What follows belongs to an exercise in optimizing a design on an open flow for small area; a production flow would make more cautious choices.
RTL that was checked went through simulation tests only; none was proved equivalent to the original.
The clock port is modelled as an ideal driver, which makes a skipped or thinned clock tree look cheaper than it is; a real chip needs a root buffer or a tree.
Power figures rest on the tool's default switching activity, not on a simulated workload.

Design alu_design, start of the top module:
module alu_design #(parameter W = 8)(
    input clk, rst, mode, ce, cin,
    input [1:0] inp_valid,
    input [7:0] opa, opb,
    input [3:0] cmd,
    output err, ov, cout, g, l, e,
    output reg [15:0] res
);
==> flow/config.mk <==
export PLATFORM = sky130hd
export DESIGN_NAME = alu_design
export DESIGN_NICKNAME = alu_design
export VERILOG_FILES = /design/flow/design.v
export SDC_FILE = /design/flow/constraint.sdc
export NUM_CORES = 4
export LEC_CHECK = 0
export CAP_MARGIN = 20
export CORE_MARGIN = 2
export CORE_UTILIZATION = 60
export CTS_BUF_LIST = sky130_fd_sc_hd__clkbuf_8
export GPL_TIMING_DRIVEN = 0
export SLEW_MARGIN = 20
export SYNTH_HIERARCHICAL = 1
==> flow/constraint.sdc <==
create_clock -name core_clock -period 7.0 [get_ports {clk}]
set_input_delay 1.4000 -clock core_clock [delete_from_list [all_inputs] [get_ports {clk}]]
set_output_delay 1.4000 -clock core_clock [all_outputs]
set_load 0.01 [all_outputs]
standard.sh (not shown) runs the stock make flow with config.mk's settings and CLKGATE_MAP_FILE= SYNTH_SCRIPT=/design/flow/synth_recipe.tcl, a recipe that flattens the netlist after the stock synthesis.
==> flow/flow/run.sh <==
#!/bin/bash
# Standard ORFS layout with these changes:
#  - synthesis maps logic with an area-oriented ABC script (flow/synth.tcl)
#  - port buffers use the smallest buffer cell
#  - clock tree: large sink clusters and no dummy loads
set -euo pipefail
F="$PWD/flow"
bash standard.sh SYNTH_SCRIPT="$F/synth.tcl" \
  "BUFFER_PORTS_ARGS=-buffer_cell sky130_fd_sc_hd__buf_1" \
  "CTS_ARGS=-sink_clustering_enable -repair_clock_nets -dont_use_dummy_load -buf_list sky130_fd_sc_hd__clkbuf_8 -sink_clustering_size 50 -sink_clustering_max_diameter 300" \
  finish > standard.log 2>&1
==> flow/flow/area.abc <==
strash
&get -n
&deepsyn -I 10 -J 50
&put
dch -f
amap
topo
stime -c
dnsize -c
==> flow/flow/synth.tcl <==
# synth_recipe.tcl with one change: the final technology mapping uses the
# area-oriented ABC script beside this file instead of ORFS's speed script.
proc synth {args} { yosys synth -nofsm -noshare {*}$args }
set ::area_abc_script [file join [file dirname [file normalize [info script]]] area.abc]
proc abc {args} {
  set i [lsearch $args -script]
  if {$i >= 0} { lset args [expr {$i + 1}] $::area_abc_script }
  yosys abc {*}$args
}
source $::env(SCRIPTS_DIR)/synth.tcl
# left out here: clear keep_hierarchy, flatten, clean up, hide names made inside functions, write 1_2_yosys.v
==> next run, changes <==
--- a/flow/design.v
+++ b/flow/design.v
@@ -70,33 +70,47 @@
             assign q[i] = tt[{a[i], b[i]}] & ~o_shr;
         end else begin : bn
             assign q[i] = tt[{a[i], b[i]}];
         end
     end
 endgenerate
 wire       p_a  = mode & inp_valid[0];
 wire       p_ff = mode & ~inp_valid[0] & k[0];          
 wire [7:0] p = ({8{p_a}} & a) | {8{p_ff}};
 wire       ci = ~mode ? 1'b0 :
                 ~(inp_valid[1] & inp_valid[0]) ? ~k[0] :
                 k[3] ? ~k[1] : (k[1] ? (cin ^ k[0]) : k[0]);
-wire [8:0] c;
+localparam SPLIT = 5;
+wire [SPLIT:0] c;
 wire [7:0] sum;
 assign c[0] = ci;
 generate
-    for (i = 0; i < 8; i = i + 1) begin : add
+    for (i = 0; i < SPLIT; i = i + 1) begin : add
         alu_fa u_fa (.a(p[i]), .b(q[i]), .c(c[i]), .s(sum[i]), .co(c[i+1]));
     end
 endgenerate
-wire c8 = c[8];
+wire [8:SPLIT+1] z0, z1;
+wire [7:SPLIT]   s0, s1;
+assign s0[SPLIT] = p[SPLIT] ^ q[SPLIT];
+assign z0[SPLIT+1] = p[SPLIT] & q[SPLIT];
+assign s1[SPLIT] = ~(p[SPLIT] ^ q[SPLIT]);
+assign z1[SPLIT+1] = p[SPLIT] | q[SPLIT];
+generate
+    for (i = SPLIT + 1; i < 8; i = i + 1) begin : addh
+        alu_fa u_fa0 (.a(p[i]), .b(q[i]), .c(z0[i]), .s(s0[i]), .co(z0[i+1]));
+        alu_fa u_fa1 (.a(p[i]), .b(q[i]), .c(z1[i]), .s(s1[i]), .co(z1[i+1]));
+    end
+endgenerate
+assign sum[7:SPLIT] = c[SPLIT] ? s1 : s0;
+wire c8 = c[SPLIT] ? z1[8] : z0[8];
 wire sum_zero = ~|sum;
 wire [8:0] binc = {1'b0, b} + {8'd0, o_minc};
 wire [2:0] n_rot = b[2:0] ^ {3{k[0]}};               
 wire [7:0] oh = 8'd1 << n_rot;
 wire y_b   = o_minc | o_mshl;
 wire y_oh  = o_rol | o_ror;
 wire y_one = ~(o_err | o_cmp | y_b | y_oh | o_shr);
 wire [7:0] n_y = ({8{y_b}} & (binc[7:0] | {binc[8], 7'd0})) |
                  ({8{y_oh}} & oh) | {o_shr, 6'd0, y_one};
 wire [7:0] n_x = sum | {o_minc & c8 & ~binc[8], 7'd0};
 wire n_s    = o_mshl | o_shl | o_ror | (o_minc & (c8 | binc[8]));
 wire n_fold = o_rol | o_ror | o_shr;
=>
- worst setup slack improved by 0.035 ns
- non-clock buffer count rose by 8
- sequential share of layout area is lower by 0.61 points
- final area is higher by 2.8%
- die area increases by 0.56%
- clock-buffer cell count stays the same
No functional check of the RTL was part of any run of this note.

========
Another version of the RTL of alu_design (not shown whole).
Size in the first run: ~460 cells after synthesis, roughly 41 flip-flops, ~49 I/O pins, ~4100 um^2 of cells after synthesis.
==> flow/config.mk <==
export PLATFORM = sky130hd
export DESIGN_NAME = alu_design
export DESIGN_NICKNAME = alu_design
export VERILOG_FILES = /design/flow/design.v
export SDC_FILE = /design/flow/constraint.sdc
export NUM_CORES = 4
export LEC_CHECK = 0
export CAP_MARGIN = 20
export CORE_MARGIN = 2
export CORE_UTILIZATION = 60
export CTS_BUF_LIST = sky130_fd_sc_hd__clkbuf_8
export GPL_TIMING_DRIVEN = 0
export SLEW_MARGIN = 20
export SYNTH_HIERARCHICAL = 1
==> flow/constraint.sdc <==
create_clock -name core_clock -period 7.0 [get_ports {clk}]
set_input_delay 1.4000 -clock core_clock [delete_from_list [all_inputs] [get_ports {clk}]]
set_output_delay 1.4000 -clock core_clock [all_outputs]
set_load 0.01 [all_outputs]
==> flow/flow/run.sh <==
#!/bin/bash
# Standard ORFS layout with these changes:
#  - synthesis maps logic with area-oriented ABC scripts (flow/synth.tcl)
#  - port buffers use the smallest buffer cell
#  - clock: flow/pre_cts.tcl replaces TritonCTS by one clock buffer per group
#    of nearby registers (three groups), each driven by the clock port
set -euo pipefail
F="$PWD/flow"
export PRE_CTS_TCL="$F/pre_cts.tcl"
export ALU_CLOCK_BUFFER=sky130_fd_sc_hd__clkbuf_8
export ALU_CLOCK_GROUPS=3
bash standard.sh SYNTH_SCRIPT="$F/synth.tcl" \
  "BUFFER_PORTS_ARGS=-buffer_cell sky130_fd_sc_hd__buf_1" \
  finish > standard.log 2>&1
Other scripts of this flow, unchanged in this note and not shown: flow/flow/area.abc, flow/flow/lut.abc, flow/flow/opnd.abc, flow/flow/pre_cts.tcl, flow/flow/synth.tcl
The baseline finished with timing, DRC and antenna clean.
Change:
--- a/flow/design.v
+++ b/flow/design.v
@@ -262,22 +262,26 @@
   alu_fa u_mu_fs50 (.a(mu_fs31), .b(mu_fc26), .c(mu_hc49), .s(mu_fs50), .co(mu_fc50));
   wire mu_fs51, mu_fc51;
   alu_fa u_mu_fs51 (.a(mu_fs35), .b(mu_fc31), .c(mu_fc50), .s(mu_fs51), .co(mu_fc51));
   wire mu_fs52, mu_fc52;
   alu_fa u_mu_fs52 (.a(mu_fs38), .b(mu_fc35), .c(mu_fc51), .s(mu_fs52), .co(mu_fc52));
   wire mu_fs53, mu_fc53;
   alu_fa u_mu_fs53 (.a(mu_fs40), .b(mu_fc38), .c(mu_fc52), .s(mu_fs53), .co(mu_fc53));
   wire mu_fs54, mu_fc54;
   alu_fa u_mu_fs54 (.a(mu_fs41), .b(mu_fc40), .c(mu_fc53), .s(mu_fs54), .co(mu_fc54));
   wire mu_fs55, mu_fc55;
-  alu_fa u_mu_fs55 (.a(mu_pp7_7), .b(mu_fc41), .c(mu_fc54), .s(mu_fs55), .co(mu_fc55));
-  assign m = ~{mu_fc55, mu_fs55, mu_fs54, mu_fs53, mu_fs52, mu_fs51, mu_fs50, mu_hs49, mu_hs48, mu_hs47, mu_hs46, mu_hs45, mu_hs44, mu_hs43, mu_hs42, mu_pp0_0};
+  alu_fa u_mu_fs55 (.a(1'b1), .b(mu_pp7_7), .c(mu_fc41), .s(mu_fs55), .co(mu_fc55));
+  wire mu_fs56, mu_fc56;
+  alu_fa u_mu_fs56 (.a(1'b0), .b(mu_pp7_7), .c(mu_fc41), .s(mu_fs56), .co(mu_fc56));
+  wire mu_cs14 = mu_fc54 ? mu_fs55 : mu_fs56;
+  wire mu_cs15 = mu_fc54 ? mu_fc55 : mu_fc56;
+  assign m = ~{mu_cs15, mu_cs14, mu_fs54, mu_fs53, mu_fs52, mu_fs51, mu_fs50, mu_hs49, mu_hs48, mu_hs47, mu_hs46, mu_hs45, mu_hs44, mu_hs43, mu_hs42, mu_pp0_0};
 wire [15:0] ms = s ? {m[14:0], 1'b0} : m;
 wire [7:0]  hi = (hiff ? {8{~fold}} : ms[15:8]) | {7'd0, fc == F_COUT};
 wire [7:0]  lo = ms[7:0] | ({8{fold}} & {s & m[14], ms[14:8]});
 reg [2:0] fc2;
 always @(posedge clk or posedge rst) begin
     if (rst) begin
         res <= 0; fc2 <= F_NONE;
     end else if (ce) begin
         res <= {hi, lo}; fc2 <= fc;
     end
Via count rises by 3.2%.
Die area rises by 1.8%.
Clock power rises by 2.4%.
Area after synthesis rises by 1.9%.
Hold slack gains 0.020 ns.
Worst setup slack loses 0.016 ns.
Routed wire length rises by 0.97%.
Core utilization rises by 0.38 points.
Final area rises by 1.7%.
Only the layout flow was run in the second run of this note; the RTL was not checked for function there. In every run of this note, the design's own scripts or RTL, not TritonCTS, make the clock network.

========
== old ==
alu_design, a different RTL version from the one above (not shown whole).
Size: roughly 460 cells after synthesis, about 41 flip-flops, about 49 I/O pins.
## alu_design
module alu_design #(parameter W = 8)(
    input clk, rst, mode, ce, cin,
    input [1:0] inp_valid,
    input [7:0] opa, opb,
    input [3:0] cmd,
    output err, ov, cout, g, l, e,
    output reg [15:0] res
);
localparam F_NONE = 3'd0, F_COUT = 3'd1, F_OV = 3'd2, F_ERR = 3'd3,
           F_L = 3'd4, F_G = 3'd5, F_E = 3'd6;
wire [7:0] a = opa, b = opb;
wire v01 = ~inp_valid[1] &  inp_valid[0];
wire v10 =  inp_valid[1] & ~inp_valid[0];
wire v11 =  inp_valid[1] &  inp_valid[0];
wire [3:0] k = cmd;
wire o_inc  = mode & ((v01 & k == 4'd4) | (v10 & k == 4'd6));
wire o_dec  = mode & ((v01 & k == 4'd5) | (v10 & k == 4'd7));
wire o_add  = mode & v11 & (k == 4'd0 | k == 4'd2);
wire o_sub  = mode & v11 & (k == 4'd1 | k == 4'd3);
wire o_cmp  = mode & v11 & k == 4'd8;
wire o_minc = mode & v11 & k == 4'd9;
wire o_mshl = mode & v11 & k == 4'd10;
wire o_sadd = mode & v11 & k == 4'd11;
wire o_ssub = mode & v11 & k == 4'd12;
wire rot_ok = ~|b[7:4];
wire o_lnorm = ~mode & v11 & (k <= 4'd5);           
wire o_nota = ~mode & v01 & k == 4'd6;
wire o_notb = ~mode & v10 & k == 4'd7;
wire o_shr  = ~mode & ((v01 & k == 4'd8) | (v10 & k == 4'd10));
wire o_shl  = ~mode & ((v01 & k == 4'd9) | (v10 & k == 4'd11));
wire o_rol  = ~mode & v11 & k == 4'd12 & rot_ok;
wire o_ror  = ~mode & v11 & k == 4'd13 & rot_ok;
wire o_err  = ~(o_inc | o_dec | o_add | o_sub | o_cmp | o_minc | o_mshl | o_sadd |
                o_ssub | o_lnorm | o_nota | o_notb | o_shr | o_shl | o_rol | o_ror);
wire [7:0] p, q;
wire       ci;
alu_opnd u_opnd (.mode(mode), .k(k), .cin(cin), .a(a), .b(b), .p(p), .q(q), .ci(ci));
genvar i;
localparam SPLIT = 5;
wire [SPLIT:0] c;
wire [7:0] sum;
  ...
Settings: LEC_CHECK=0, CAP_MARGIN=20, CORE_MARGIN=2, CORE_UTILIZATION=60, CTS_BUF_LIST=sky130_fd_sc_hd__clkbuf_8, GPL_TIMING_DRIVEN=0, SLEW_MARGIN=20, SYNTH_HIERARCHICAL=1; clock period 7.0 ns.
Scripts as last shown in full above: flow/flow/run.sh
Other scripts of this flow, unchanged in this note and not shown: flow/flow/area.abc, flow/flow/lut.abc, flow/flow/opnd.abc, flow/flow/pre_cts.tcl, flow/flow/synth.tcl
diff inputs: old => new
--- a/flow/design.v
+++ b/flow/design.v
@@ -31,17 +31,17 @@
 wire o_rol  = ~mode & v11 & k == 4'd12 & rot_ok;
 wire o_ror  = ~mode & v11 & k == 4'd13 & rot_ok;
 wire o_err  = ~(o_inc | o_dec | o_add | o_sub | o_cmp | o_minc | o_mshl | o_sadd |
                 o_ssub | o_lnorm | o_nota | o_notb | o_shr | o_shl | o_rol | o_ror);
 wire [7:0] p, q;
 wire       ci;
 alu_opnd u_opnd (.mode(mode), .k(k), .cin(cin), .a(a), .b(b), .p(p), .q(q), .ci(ci));
 genvar i;
-localparam SPLIT = 5;
+localparam SPLIT = 6;
 wire [SPLIT:0] c;
 wire [7:0] sum;
 assign c[0] = ci;
 generate
     for (i = 0; i < SPLIT; i = i + 1) begin : add
         alu_fa u_fa (.a(p[i]), .b(q[i]), .c(c[i]), .s(sum[i]), .co(c[i+1]));
     end
 endgenerate
@@ -264,18 +264,22 @@
   alu_fa u_mu_fs51 (.a(mu_fs35), .b(mu_fc31), .c(mu_fc50), .s(mu_fs51), .co(mu_fc51));
   wire mu_fs52, mu_fc52;
   alu_fa u_mu_fs52 (.a(mu_fs38), .b(mu_fc35), .c(mu_fc51), .s(mu_fs52), .co(mu_fc52));
   wire mu_fs53, mu_fc53;
   alu_fa u_mu_fs53 (.a(mu_fs40), .b(mu_fc38), .c(mu_fc52), .s(mu_fs53), .co(mu_fc53));
   wire mu_fs54, mu_fc54;
   alu_fa u_mu_fs54 (.a(mu_fs41), .b(mu_fc40), .c(mu_fc53), .s(mu_fs54), .co(mu_fc54));
   wire mu_fs55, mu_fc55;
-  alu_fa u_mu_fs55 (.a(mu_pp7_7), .b(mu_fc41), .c(mu_fc54), .s(mu_fs55), .co(mu_fc55));
-  assign m = ~{mu_fc55, mu_fs55, mu_fs54, mu_fs53, mu_fs52, mu_fs51, mu_fs50, mu_hs49, mu_hs48, mu_hs47, mu_hs46, mu_hs45, mu_hs44, mu_hs43, mu_hs42, mu_pp0_0};
+  alu_fa u_mu_fs55 (.a(1'b1), .b(mu_pp7_7), .c(mu_fc41), .s(mu_fs55), .co(mu_fc55));
+  wire mu_fs56, mu_fc56;
+  alu_fa u_mu_fs56 (.a(1'b0), .b(mu_pp7_7), .c(mu_fc41), .s(mu_fs56), .co(mu_fc56));
+  wire mu_cs14 = mu_fc54 ? mu_fs55 : mu_fs56;
+  wire mu_cs15 = mu_fc54 ? mu_fc55 : mu_fc56;
+  assign m = ~{mu_cs15, mu_cs14, mu_fs54, mu_fs53, mu_fs52, mu_fs51, mu_fs50, mu_hs49, mu_hs48, mu_hs47, mu_hs46, mu_hs45, mu_hs44, mu_hs43, mu_hs42, mu_pp0_0};
 wire [15:0] ms = s ? {m[14:0], 1'b0} : m;
 wire [7:0]  hi = (hiff ? {8{~fold}} : ms[15:8]) | {7'd0, fc == F_COUT};
 wire [7:0]  lo = ms[7:0] | ({8{fold}} & {s & m[14], ms[14:8]});
 reg [2:0] fc2;
 always @(posedge clk or posedge rst) begin
     if (rst) begin
         res <= 0; fc2 <= F_NONE;
     end else if (ce) begin
## What came out
- NOTE via count normalized by instance count old->new decreased slightly
- Global-route wire length before repair was lower in the run labelled old.
- The simple-gate area share of the yosys netlist was comparable across new and old.
- new has effective utilization at floorplan above what old had.
- | critical path depth | lower: old |
- Compared with old, in new worst setup slack dropped 16 ps, reported leakage power saw an increase, via count grew by 1.7%, count of multi-input combinational gates +8.
- Compared with old, die footprint in new increased slightly.
- | number of cells traversed by the worst register-to-register path | new vs old | 1 higher |
- Relative to old, the vertical extent of the die measured on new has increased slightly.
The RTL of new was laid out without a check of its function. No run of this note takes its clock network from TritonCTS; it comes from the design's own scripts or RTL.

[re-timing with driven ports]
How much do the figures lean on ideal ports? The routed layouts below were timed once more, with nothing changed but the port constraints.
Step 1 (the two cells are an assumption about what drives the block):
set clk [get_ports {clk}]
set_driving_cell -lib_cell sky130_fd_sc_hd__clkbuf_16 $clk
set_driving_cell -lib_cell sky130_fd_sc_hd__buf_2 [delete_from_list [all_inputs] $clk]
Step 2 times the ports against the registers' clock, not the clock port: input delays grow and output delays shrink by t, the midpoint of the rising clock arrivals with the driver on.
a / b / c = ideal ports / drivers / drivers and shift; a / b = the first two.
run | t (ns) | slack for setup (ns) | worst hold slack (ns)
the first run of note 1 | 0.309 | 0.176 / 0.180 / -0.130 | 0.479 / 0.479 / 0.479
the second run of note 1 | 0.318 | 0.211 / 0.220 / -0.097 | 0.491 / 0.491 / 0.491
the first run of note 2 | 0.192 | 0.266 / 0.266 / 0.192 | 0.502 / 0.502 / 0.502
the second run of note 2 | 0.197 | 0.250 / 0.280 / 0.084 | 0.521 / 0.521 / 0.521
old | 0.195 | 0.272 / 0.272 / 0.249 | 0.500 / 0.500 / 0.500
new | 0.200 | 0.255 / 0.289 / 0.089 | 0.501 / 0.501 / 0.501
Met with ideal ports but missed after step 2: setup timing in the first run of note 1 and the second run of note 1. For the second run of note 1, which loses most, drivers alone change the setup slack by +0.009 ns; drivers and shift together by -0.308 ns.
